This is an optimization exercise on Yosys and OpenROAD, whose aim is small area, not a production implementation. Function was checked by simulation only, so behaviour that the tests miss may differ from the original. The clock port is modelled as an ideal driver, which makes a skipped or thinned clock tree look cheaper than it is; a real chip needs a root buffer or a tree. No activity file was given, so power comes from the tool's default toggle rates.

==> module pwm_controller, before the edit <==
module pwm_controller
  #(parameter WIDTH = 16)
  (
   input wire        pclk,
   input wire        preset_n,
   input wire        penable,
   input wire [7:0]  paddr,
   input wire        pwrite,
   input wire [31:0] pwdata,
   input wire [3:0]  pstrb,
   input wire [2:0]  pprot,
   input wire        psel,
   output wire [31:0] prdata,
   output wire       pready,
   output wire       pwm_out
);
   reg [WIDTH-1:0]   counter;
   reg [WIDTH-1:0]   climit_n;       
   reg [WIDTH-1:0]   onlimit_n;      
   reg               climit_set;
   reg               onlimit_set;
   wire              addr0 = (paddr == 8'h0);
   wire              wr = psel & pwrite;
   function automatic ge_n;
      input [WIDTH-1:0] a;
      input [WIDTH-1:0] b_n;
      integer i;
      reg c;
      begin
         c = 1'b1;
         for (i = 0; i < WIDTH; i = i + 1)
           c = (a[i] & b_n[i]) | (a[i] & c) | (b_n[i] & c);
         ge_n = c;
      end
   endfunction
   assign pwm_out = onlimit_set & !ge_n(counter, onlimit_n);
   assign pready = 1'b1;
   wire              rd_c = addr0 & climit_set;
   wire              rd_o = !addr0 & onlimit_set;
   assign prdata = {{(32-WIDTH){1'b0}},
                    ~(({WIDTH{!rd_c}} | climit_n) & ({WIDTH{!rd_o}} | onlimit_n))};
   always @(posedge pclk or negedge preset_n)
     if(!preset_n) begin
        climit_set <= 1'b0;
        onlimit_set <= 1'b0;
     end else begin
        if (wr) begin
           if (addr0)
             climit_set <= 1'b1;
           else
             onlimit_set <= 1'b1;
        end
     end
   always @(posedge pclk)
     if (!climit_set || ge_n(counter, climit_n))
       counter <= {WIDTH{1'b0}};
     else
       counter <= counter + 1'b1;
   always @(posedge pclk)
     if (wr) begin
        if (addr0)
          climit_n <= ~pwdata[WIDTH-1:0];
        else
          onlimit_n <= ~pwdata[WIDTH-1:0];
     end
endmodule
==> flow/config.mk <==
export PLATFORM = sky130hd
export DESIGN_NAME = apb_periph
export DESIGN_NICKNAME = apb_periph
export VERILOG_FILES = /design/flow/design.v
export SDC_FILE = /design/flow/constraint.sdc
export NUM_CORES = 4
export LEC_CHECK = 0
export CAP_MARGIN = 20
export CORE_MARGIN = 2
export CORE_UTILIZATION = 40
export SLEW_MARGIN = 20
==> flow/constraint.sdc <==
create_clock -name core_clock -period 5.0 [get_ports {pclk}]
set_input_delay 1.0000 -clock core_clock [delete_from_list [all_inputs] [get_ports {pclk}]]
set_output_delay 1.0000 -clock core_clock [all_outputs]
set_load 0.01 [all_outputs]
standard.sh (not shown) runs the stock make flow with config.mk's settings and CLKGATE_MAP_FILE= SYNTH_SCRIPT=/design/flow/synth_recipe.tcl, a recipe that flattens the netlist after the stock synthesis.
==> flow/flow/run.sh <==
#!/bin/bash
# Standard ORFS layout with these changes:
#  - synthesis maps logic with an area-oriented ABC script (flow/abc.script)
#    in place of ORFS's speed script; everything else in synthesis, and so
#    every register, is as the standard synthesis makes it; the two
#    halves of the register file's read mux (modules rmux_aoi3 and
#    rmux_fin, which hold no registers) are kept as modules until the end
#    of synthesis (SYNTH_KEEP_MODULES), so they are mapped on their own as
#    an AND-OR of the one-hot select; the write
#    muxes of the register file's slots (module wmux, no registers) are
#    kept as well and mapped first with ABC's area mapper amap
#    (flow/abc_wmux.script, hooked in by flow/abc_modules.py);
#  - ports are buffered with the smallest buffer (buf_1);
#  - after clock tree synthesis, flow/myclk.tcl replaces the tree with a
#    two-level inverter tree: the clock port drives one root inverter,
#    which drives 10 leaf inverters, each driving the clock pins of one
#    spatial group of about 18 registers;
#  - the tie cells that synthesis makes for constant outputs are not
#    duplicated per port (SKIP_REPAIR_TIE_FANOUT): one tie cell drives the
#    constant-0 outputs (prdata2[31:16]) and one the constant-1 outputs
#    (pready1, pready2).
set -euo pipefail
W=$(pwd)
rm -rf "$W/scripts_abc"
cp -r "$FLOW_HOME/scripts" "$W/scripts_abc"
cp "$W/flow/abc.script" "$W/scripts_abc/abc_speed.script"
python3 "$W/flow/abc_modules.py" "$W/scripts_abc/synth.tcl"
bash standard.sh "SCRIPTS_DIR=$W/scripts_abc" "SYNTH_KEEP_MODULES=rmux_aoi3 rmux_fin wmux" \
  "ABC_MODULE_SCRIPTS=wmux $W/flow/abc_wmux.script" synth > synth.log 2>&1
export MYCLK_NLEAF=10 MYCLK_NX=5
export MYCLK_CELL=sky130_fd_sc_hd__inv_8 MYCLK_ROOT=sky130_fd_sc_hd__inv_8
bash standard.sh \
  "BUFFER_PORTS_ARGS=-buffer_cell sky130_fd_sc_hd__buf_1" \
  "CTS_ARGS=-sink_clustering_enable -repair_clock_nets -dont_use_dummy_load -buf_list sky130_fd_sc_hd__clkbuf_8" \
  "POST_CTS_TCL=$W/flow/myclk.tcl" \
  "SKIP_REPAIR_TIE_FANOUT=1" \
  finish > layout.log 2>&1
Other scripts of this flow, unchanged in this note and not shown: flow/flow/abc.script, flow/flow/abc_modules.py, flow/flow/abc_wmux.script, flow/flow/myclk.tcl
Change:
--- a/flow/design.v
+++ b/flow/design.v
@@ -111,31 +111,31 @@
    output wire       pready,
    output wire       pwm_out
 );
-   reg [WIDTH-1:0]   counter;
-   reg [WIDTH-1:0]   climit_n;       
-   reg [WIDTH-1:0]   onlimit_n;      
+   reg [WIDTH-1:0]   counter_n;      
+   reg [WIDTH-1:0]   climit_val;     
+   reg [WIDTH-1:0]   onlimit_val;    
    reg               climit_set;
    reg               onlimit_set;
    wire              addr0 = (paddr == 8'h0);
    wire              wr = psel & pwrite;
-   function automatic ge_n;
-      input [WIDTH-1:0] a;
-      input [WIDTH-1:0] b_n;
+   function automatic lt_n;
+      input [WIDTH-1:0] a_n;
+      input [WIDTH-1:0] b;
       integer i;
       reg c;
       begin
-         c = 1'b1;
+         c = 1'b0;
          for (i = 0; i < WIDTH; i = i + 1)
-           c = (a[i] & b_n[i]) | (a[i] & c) | (b_n[i] & c);
-         ge_n = c;
+           c = (a_n[i] & b[i]) | (a_n[i] & c) | (b[i] & c);
+         lt_n = c;
       end
    endfunction
-   assign pwm_out = onlimit_set & !ge_n(counter, onlimit_n);
+   assign pwm_out = onlimit_set & lt_n(counter_n, onlimit_val);
    assign pready = 1'b1;
    wire              rd_c = addr0 & climit_set;
    wire              rd_o = !addr0 & onlimit_set;
    assign prdata = {{(32-WIDTH){1'b0}},
-                    ~(({WIDTH{!rd_c}} | climit_n) & ({WIDTH{!rd_o}} | onlimit_n))};
+                    ({WIDTH{rd_c}} & climit_val) | ({WIDTH{rd_o}} & onlimit_val)};
    always @(posedge pclk or negedge preset_n)
      if(!preset_n) begin
         climit_set <= 1'b0;
@@ -149,16 +149,16 @@
         end
      end
    always @(posedge pclk)
-     if (!climit_set || ge_n(counter, climit_n))
-       counter <= {WIDTH{1'b0}};
+     if (!climit_set || !lt_n(counter_n, climit_val))
+       counter_n <= {WIDTH{1'b1}};
      else
-       counter <= counter + 1'b1;
+       counter_n <= counter_n - 1'b1;
    always @(posedge pclk)
      if (wr) begin
         if (addr0)
-          climit_n <= ~pwdata[WIDTH-1:0];
+          climit_val <= pwdata[WIDTH-1:0];
         else
-          onlimit_n <= ~pwdata[WIDTH-1:0];
+          onlimit_val <= pwdata[WIDTH-1:0];
      end
 endmodule
 module apb_periph
Area after synthesis is lower by 0.49%. Fmax came out lower by 2.1%. Wire length fell by 3.1%. Clock power came out lower by about 2%. Synthesized cell count decreases by 3.5%. Sequential share of layout area came out higher by 0.12 points.
In every run of this note, the design's own scripts or RTL, not TritonCTS, make the clock network.

-- port drivers added, routing unchanged --
No port has a modelled driver above. Below, the same layouts with a new extraction and two added sets of constraints.
Step 1 (the two cells are an assumption about what drives the block):
set clk [get_ports {pclk}]
set_driving_cell -lib_cell sky130_fd_sc_hd__clkbuf_16 $clk
set_driving_cell -lib_cell sky130_fd_sc_hd__buf_2 [delete_from_list [all_inputs] $clk]
Step 2 times the ports against the registers' clock, not the clock port: input delays grow and output delays shrink by t, the midpoint of the rising clock arrivals with the driver on.
a / b / c = no drivers / after step 1 / after step 2; a / b = the first two.
| run | shift t [ns] | setup WS [ns] | clock arrival spread, ns |
|---|---|---|---|
| the first run | 0.290 | 1.338 / 1.313 / 1.318 | 0.013 / 0.012 |
| the second run | 0.279 | 1.258 / 1.237 / 1.237 | 0.013 / 0.013 |
After both steps every run listed still meets setup and hold. The setup slack of the second run, which loses most, moves by -0.021 ns with the drivers and by -0.021 ns with both steps.
